Background: an optimization exercise with open tools, aiming at a short achievable clock period and few clock cycles. Do not read the settings as production practice. Function was checked by simulation only, so behaviour that the tests miss may differ from the original. Power figures rest on the tool's default switching activity, not on a simulated workload.

<file path="flow/run.sh">
#!/bin/bash
# synth_recipe.tcl (not shown) runs the flow's synth.tcl, then flattens the netlist and writes it again
# the make line also repeats each setting of config.mk as NAME=value (left out here)
make -C /OpenROAD-flow-scripts/flow DESIGN_CONFIG=/design/flow/config.mk WORK_HOME=/design/flow/orfs CLKGATE_MAP_FILE= SYNTH_SCRIPT=/design/flow/synth_recipe.tcl finish
</file>
<file path="flow/config.mk">
export PLATFORM = sky130hd
export DESIGN_NAME = mips
export DESIGN_NICKNAME = mips
export VERILOG_FILES = /design/flow/design.v
export SDC_FILE = /design/flow/constraint.sdc
export NUM_CORES = 4
export LEC_CHECK = 0
export CAP_MARGIN = 20
export CORE_MARGIN = 2
export CORE_UTILIZATION = 40
export SETUP_SLACK_MARGIN = 3
export SLEW_MARGIN = 20
</file>
<file path="flow/constraint.sdc">
create_clock -name core_clock -period 9.0 [get_ports {clk}]
set_input_delay 1.8000 -clock core_clock [delete_from_list [all_inputs] [get_ports {clk}]]
set_output_delay 1.8000 -clock core_clock [all_outputs]
set_load 0.01 [all_outputs]
</file>
<file path="flow/design.v">
module mips(input  logic        clk, reset,
            output logic [31:0] pc,
            input  logic [31:0] instr,
            output logic        memwrite,
            output logic [31:0] aluout, writedata,
            input  logic [31:0] readdata);
  logic       regdst, regwrite, pcsrc, zero, AvsB;
  logic [1:0] memtoreg, alusrc, jump;
  logic [2:0] alucontrol;
   controller c(instr[31:26], instr[5:0],
                instr[28:26], zero, AvsB,
                memwrite, pcsrc, regdst, regwrite,
                memtoreg, alusrc, jump, alucontrol);
    datapath dp(clk, reset, pcsrc, regdst, regwrite, 
                memtoreg, alusrc, jump, alucontrol, 
                instr, readdata, pc, aluout, writedata, 
                zero, AvsB);
endmodule
module controller(input  logic [5:0] op, funct, 
                  input  logic [2:0] imFunct,
                  input  logic       zero, AvsB,
                  output logic       memwrite,
                  output logic       pcsrc, 
                  output logic       regdst, regwrite, 
                  output logic [1:0] memtoreg, alusrc, jump, 
                  output logic [2:0] alucontrol);
  logic [1:0] aluop, branch;
  maindec md(op, funct, memwrite, regdst, 
             regwrite, memtoreg, branch, 
             aluop, alusrc, jump);
  aludec ad(funct, aluop, imFunct, alucontrol);
  assign pcsrc = (branch[1] & AvsB) | (branch[0] & zero);
endmodule
module maindec(input  logic [5:0] op, funct, 
               output logic       memwrite,
               output logic       regdst, regwrite,
               output logic [1:0] memtoreg, branch,
               output logic [1:0] aluop, alusrc, jump);
  logic [12:0] controls;
  assign {regwrite, regdst, alusrc, branch, memwrite, 
          memtoreg, jump, aluop} = controls;
  always_comb
    case(op)
      6'b000000: begin
        if (funct == 5'b001000)
          controls <= 13'b0000000001000;  
        else
          controls <= 13'b1100000000010;  
      end
      6'b100011: controls <= 13'b1001000010000;  
      6'b101011: controls <= 13'b0001001000000;  
      6'b000100: controls <= 13'b0000010000001;  
      6'b001000: controls <= 13'b1001000000000;  
      6'b000010: controls <= 13'b0000000000100;  
      6'b000111: controls <= 13'b0000100000000;  
      6'b100001: controls <= 13'b1001000100000;  
      6'b001110: controls <= 13'b1010000000011;  
      6'b100100: controls <= 13'b1001000110000;  
      6'b001100: controls <= 13'b1010000000011;  
      default:   controls <= 13'bxxxxxxxxxxxxx;  
    endcase
endmodule
module aludec(input  logic [5:0] funct,
              input  logic [1:0] aluop, 
              input  logic [2:0] imFunct,
              output logic [2:0] alucontrol);
  always_comb
    case(aluop)
      2'b00: alucontrol <= 3'b010;  
      2'b01: alucontrol <= 3'b110;  
      2'b10: case(funct)            
            6'b100000: alucontrol <= 3'b010;  
            6'b100010: alucontrol <= 3'b110;  
            6'b100100: alucontrol <= 3'b000;  
            6'b100101: alucontrol <= 3'b001;  
            6'b101010: alucontrol <= 3'b111;  
            6'b000010: alucontrol <= 3'b011;  
            default:   alucontrol <= 3'bxxx;  
        endcase
      2'b11: case(imFunct)                  
            3'b100:  alucontrol <= 3'b000;  
            3'b110:  alucontrol <= 3'b101;  
            default: alucontrol <= 3'bxxx;  
        endcase
      default: alucontrol <= 3'bxxx;  
    endcase
endmodule
module datapath(input  logic         clk, reset,
                input  logic         pcsrc, regdst,
                input  logic         regwrite, 
                input  logic [1:0]   memtoreg, alusrc, jump, 
                input  logic [2:0]   alucontrol, 
                input  logic [31:0]  instr, readdata,
                output logic [31:0]  pc, 
                output logic [31:0]  aluout, writedata,
                output logic         zero, AvsB);
  logic [4:0]  writereg;
  logic [31:0] pcnext, pcnextbr, pcplus4, pcbranch;
  logic [31:0] signimm, signimmsh, zeroimm;
  logic [31:0] srca, srcb;
  logic [31:0] result, readHalf, readByte;
  logic [31:0] EMPTY;
  assign EMPTY = 32'b0;   
  flopr #(32) pcreg(clk, reset, pcnext, pc);
  adder       pcadd1(pc, 32'b100, pcplus4);
  sl2         immsh(signimm, signimmsh);
  adder       pcadd2(pcplus4, signimmsh, pcbranch);
  mux2 #(32)  pcbrmux(pcplus4, pcbranch, pcsrc, pcnextbr);
  mux4 #(32)  pcmux(pcnextbr, {pcplus4[31:28],instr[25:0],2'b00}, result, EMPTY, jump, pcnext);
  regfile   rf(clk, regwrite, instr[25:21], instr[20:16], writereg, result, srca, writedata);
  mux2 #(5) wrmux(instr[20:16], instr[15:11], regdst, writereg);
  assign readHalf = 32'(signed'(readdata[15:0]));
  assign readByte = {24'b000000000000000000000000, readdata[7:0]};
  mux4 #(32) resmux(aluout, readdata, readHalf, readByte, memtoreg, result);
  signext    se(instr[15:0], signimm);
  zeroext    ze(instr[15:0], zeroimm);
  mux4 #(32) srcbmux(writedata, signimm, zeroimm, EMPTY, alusrc, srcb);
  alu        alu(srca, srcb, alucontrol, instr[10:6], aluout, zero, AvsB);
endmodule
module regfile(input  logic clk,
               input  logic we3,
               input  logic [4:0] ra1, ra2, wa3, 
               input  logic [31:0] wd3, 
               output logic [31:0] rd1, rd2);
  logic [31:0] rf[31:0];
  always_ff @(posedge clk)
    if (we3) rf[wa3] <= wd3;
  assign rd1 = (ra1 != 0) ? rf[ra1] : 0;
  assign rd2 = (ra2 != 0) ? rf[ra2] : 0;
endmodule
module adder(input  logic [31:0] a, b, 
             output logic [31:0] y);
  assign y = a + b;
endmodule
module sl2(input  logic [31:0] a,
           output logic [31:0] y);
  assign y = {a[29:0], 2'b00};
endmodule
module signext(input  logic [15:0] a, 
               output logic [31:0] y);
  assign y = {{16{a[15]}}, a};
endmodule
module zeroext(input  logic [15:0] a, 
               output logic [31:0] y);
  assign y = {16'b0000000000000000, a};
endmodule
module flopr #(parameter WIDTH = 8) 
              (input  logic             clk, reset, 
               input  logic [WIDTH-1:0] d, 
               output logic [WIDTH-1:0] q);
  always_ff @(posedge clk, posedge reset)
    if (reset) q <= 0;
    else       q <= d;
endmodule
module mux2 #(parameter WIDTH = 8) 
             (input  logic [WIDTH-1:0] d0, d1,  
              input  logic             s, 
              output logic [WIDTH-1:0] y);
  assign y = s ? d1 : d0;
endmodule
module mux4 #(parameter WIDTH = 8) 
             (input  logic [WIDTH-1:0] d0, d1, d2, d3, 
              input  logic [1:0]       s, 
              output logic [WIDTH-1:0] y);
  always_comb
    case (s)
        2'b00: y <= d0;
        2'b01: y <= d1;
        2'b10: y <= d2;
        2'b11: y <= d3;
        default: y <= d0;
    endcase
endmodule
module alu(input  logic [31:0] a, b,
           input  logic [2:0]  alucontrol, 
           input  logic [4:0]  shamt,
           output logic [31:0] result, 
           output logic        zero, AvsB);
  logic [31:0] condinvb, sum;
  assign condinvb = alucontrol[2] ? ~b : b;
  assign sum = a + condinvb + alucontrol[2];
  always_comb
    casez (alucontrol)
      3'bz00: result <= a & condinvb;
      3'b001: result <= a | condinvb;
      3'bz10: result <= sum;
      3'b111: result <= sum[31];
      3'b101: result <= a ^ b;
      3'b011: result <= condinvb >> shamt;
    endcase
  assign zero = (result == 32'b0);
  assign AvsB = a > b;
endmodule
</file>
==> run notes <==
total overflow reported by the global router 0; number of sinks handled by clock tree synthesis about 1100; time the worst path needs with I/O delays and setup about 8.4 ns; final number of setup-violating endpoints 0; number of placement rows 141; setup ws final around 0.56 ns; fraction of final layout cells with drive strength greater than 1 approximately two fifths; wire length of the first global-routing pass about 350 mm; switching component of the power 0.006586 W; Root Buffer Master clkbuf_16; routed len/inst 36.77 µm; number of buffers created by CTS 110; leakage power total 29.90 nW; critical path, cell by cell buf_12, buf_16, buf_12, buf_16, mux4_2, mux2_2, a22o_1, nor3_4, nor3_2, ha_1, inv_1, nor2_1, o21ai_1, nand2b_1, or4_4, o31a_1, buf_4, buf_6, buf_4, o21ai_2, mux2_4, a211oi_4, inv_1, buf_2; number of remaining DRC errors 0; cell count after placement 6838; fraction of registers with async set or reset after synthesis 3.030%; number of iterations in the first detailed-routing pass 6; RSZ-0062 raised after global routing true; Worst setup EP type output pin; cell depth of the worst setup path 24; number of buffer cells added on primary ports 162; Sequential Power Share 34.2%; slew margin rel. about a tenth; cell taking the most area after synthesis edfxtp_1; data arrival time at the worst-slack endpoint between 6 and 7 ns; top-level I/O count 163; start point of the critical path instr[21]; top cells by count, synth 1024 x edfxtp_1, 375 x mux4_2, 363 x mux2i_1; Total Die Area 152200 µm²; Die W 390.1 µm; DR iter-0 viols 7335; Critical path buffers and inverters 10; largest voltage drop on the vdd net 153.9 µV; Synth top area share 51.56%; number of distinct library cells after synthesis 106; Worst Skew 0.08603 ns; final hold slack about 0.60 ns; Post-Layout Cell Count around 7400; Reg2Reg Depth 43; Core Footprint between 100000 and 150000 µm²; FF-to-FF End dp.rf.rf[29][24]; Vias a little under 50000; startpoint type of the worst setup path input port; Post-Syn Area 59640 µm²; height of the die 390.1 µm; leading cell type by number of instances after synthesis edfxtp_1; flop and latch count out of synthesis 1056; vias in the first global route 46520; remaining number of nets flagged by the antenna check after routing 0; category of the most critical setup path in2out; Crit path max-delay family buffers and inverters; Slowest Stage Delay on Critical Path 0.53 ns; pre-CTS WS -0.7269 ns; clock tree from TritonCTS built; Crit Reg-Reg Startpoint dp.rf.rf[15][0]; required time at the endpoint of the critical path 7.20 ns; CP max FO 7; final instance area between 80000 and 90000 µm²; post-synthesis cell count 4267; post-CTS clock slew at the launch and capture registers of the worst setup and hold paths 0.06 ns; syn_nets 4461; Hold Fails Final Rpt 0; initial core utilization 40.34%; number of filler cells placed in the layout 12020; number of pins exceeding their max-slew limit in the final report 0; NumNets Final 5555; clock share of power a little under a quarter; average size of a mapped cell 13.98 µm²; Total GRT Usage 33.22%; area growth from synthesis to final layout 35.15%; total length of routed wires 271.5 mm; dominant register cell in the synthesized netlist edfxtp_1; Int Power 0.01255 W; maximum buffer depth of the clock tree 3; detailed placement HPWL between 150 and 200 mm; last element of the critical path aluout[23]; net switching fraction of the power 34.42%; count of flip-flops with a built-in enable after synthesis 1024; power share of the combinational group 42.3%; sequential share of the synthesized area 52.90%; worst slew pin tran 1.341 ns; routed vias/inst 6.607; initial antenna violation count 10; setup slack of the most critical reg-to-reg path approximately 1.7 ns; final design utilization 54.52%; H-Tree Level Count 3; power per standard cell area 237.4 nW/µm²; weighted congestion reported at the end of routability-driven placement 1.001; CTS Hold Buffers Added 0; upper clock frequency limit 118.5 MHz; slowest cell on the critical path or4_4; Worst-Skew Late Latency 0.77 ns; largest cells by area after synthesis edfxtp_1 52%, mux4_2 14%, mux2i_1 6.1%; Placed Instance Area 69470 µm²; synthesis warning total 6; final worst path period share 93.77%; kind of path behind the tightest hold check reg2reg; pin count of the biggest net entering global routing between 40 and 50; max-capacitance violation count 0; result of the run timing/DRC/antenna clean
==> layout by cell type, fill, tap and decap left out, types with 32 or more instances in the layout <==
master           count
a21o_1              33
a21oi_1            115
a21oi_2             35
a22o_1              41
a22oi_1            150
buf_12             133
buf_4              781
buf_6              133
clkbuf_16          153
clkdlybuf4s50_1     99
dfrtp_1             32
edfxtp_1          1024
ha_1               113
inv_1              101
mux2_2              47
mux2i_1            359
mux4_2             375
nand2_1            168
nand3_1             90
nor2_1             145
nor2_4              57
nor3_1              61
o211ai_1            33
o21ai_0             48
o221ai_1            33
o22ai_1             43
xnor2_1             74
==> final cells by class <==
type	instances	area (µm²)	area share, %
Timing Repair Buffer	1284	13630	16.91
Sequential cell	1056	31550	39.14
Clock inverter	67	599.3	0.7436
Clock buffer	134	2885	3.580
Multi-Input combinational cell	2803	29120	36.13
Inverter	106	397.9	0.4937
Antenna cell	3	7.507	0.009314
Tap cell	1930	2415	2.996
==> tightest hold or removal path, cell delays in order, from the launching register on <==
cell,delay (ns)
dfrtp_1,0.41
nand2_1,0.07
o21ai_0,0.07
==> how the worst min path moves through the flow <==
stage,start,end,slack [ns],cells past startpoint
after CTS,dp.pcreg.q[1],dp.pcreg.q[1],0.61,2
after global routing,dp.pcreg.q[1],dp.pcreg.q[1],0.63,2
after floorplan,dp.pcreg.q[0],dp.pcreg.q[0],0.56,2
after global placement,dp.pcreg.q[1],dp.pcreg.q[1],0.59,2
after detailed placement,dp.pcreg.q[1],dp.pcreg.q[1],0.60,2
final,dp.pcreg.q[1],dp.pcreg.q[1],0.60,2
==> state kept, by name (all words and copies together) (netlist names) <==
signal,flops
dp.pcreg.q,32
dp.rf.rf,1024
==> power by group through the flow <==
stage | Clock (W) | Combinational, W | Sequential [W]
after floorplan | 0 | 0.00276 | 0.00665
after global placement | 0 | 0.00550 | 0.00664
after detailed placement | 0 | 0.00554 | 0.00665
after CTS | 0.00452 | 0.00595 | 0.00655
after global routing | 0.00471 | 0.00835 | 0.00657
final | 0.00450 | 0.00809 | 0.00655
==> cells by family after synthesis <==
group / count (synthesis) / synth area share (%)
flops: 1056 / 52.90
compound gates: 893 / 10.81
simple gates: 870 / 7.334
mux: 794 / 21.31
buf+inv: 411 / 3.246
fa+ha+maj: 128 / 2.711
xor+xnor: 115 / 1.689
==> per-stage QoR <==
stage	power (W)	TNS (ns)
after floorplan	0.009416	0
after global placement	0.01215	-16.51
after detailed placement	0.01220	-12.79
after CTS	0.01703	0
after global routing	0.01963	0
final	0.01913	0
==> per-layer routing <==
layer  up-vias  share of wire [%]  global-route usage, %  routed length, µm
met1     24790                 36                  42.60              96990
met3       825                 13                  7.969              35460
met4        14                7.1                  19.49              19300
li1      19600                  -                      -                  -
met2      3548                 44                  51.45             119500
met5         -              0.083                      0                224
==> timing repair <==
action | CTS | global route
resized for setup | 440 | 483
cloned | 16 | 54
pin swaps | 118 | 145
endpoints found under the setup margin | 1160 | 1350
buffers inserted | 126 | 145
Testbench counts, summed over its fixed seeds: cycles 11,047.

afterwards: timing with drivers on the ports:
How much do the figures lean on ideal ports? The routed layout below was timed once more, with nothing changed but the port constraints.
Step 1, drivers: a clkbuf_16 drives clk and a buf_2 each remaining input, both assumed.
Step 2 adds t to the input delays and takes it off the output delays; t is the mean of the earliest and latest rising clock arrival at the registers after step 1. Input paths then give back, and output paths get back, about the clock's delay inside the block.
a / b / c = ideal ports / drivers / drivers and shift; a / b = the first two.
t (ns): 0.810
setup slack, ns: 0.561 / 0.280 / -0.263
worst hold slack (ns): 0.601 / 0.601 / 0.601
worst setup path at the end: input to register
cell pins on the clock port's net: 1
With both steps, setup timing fails in this run, where it was met with ideal ports. The setup slack of this run moves by -0.281 ns with the drivers and by -0.824 ns with both steps.
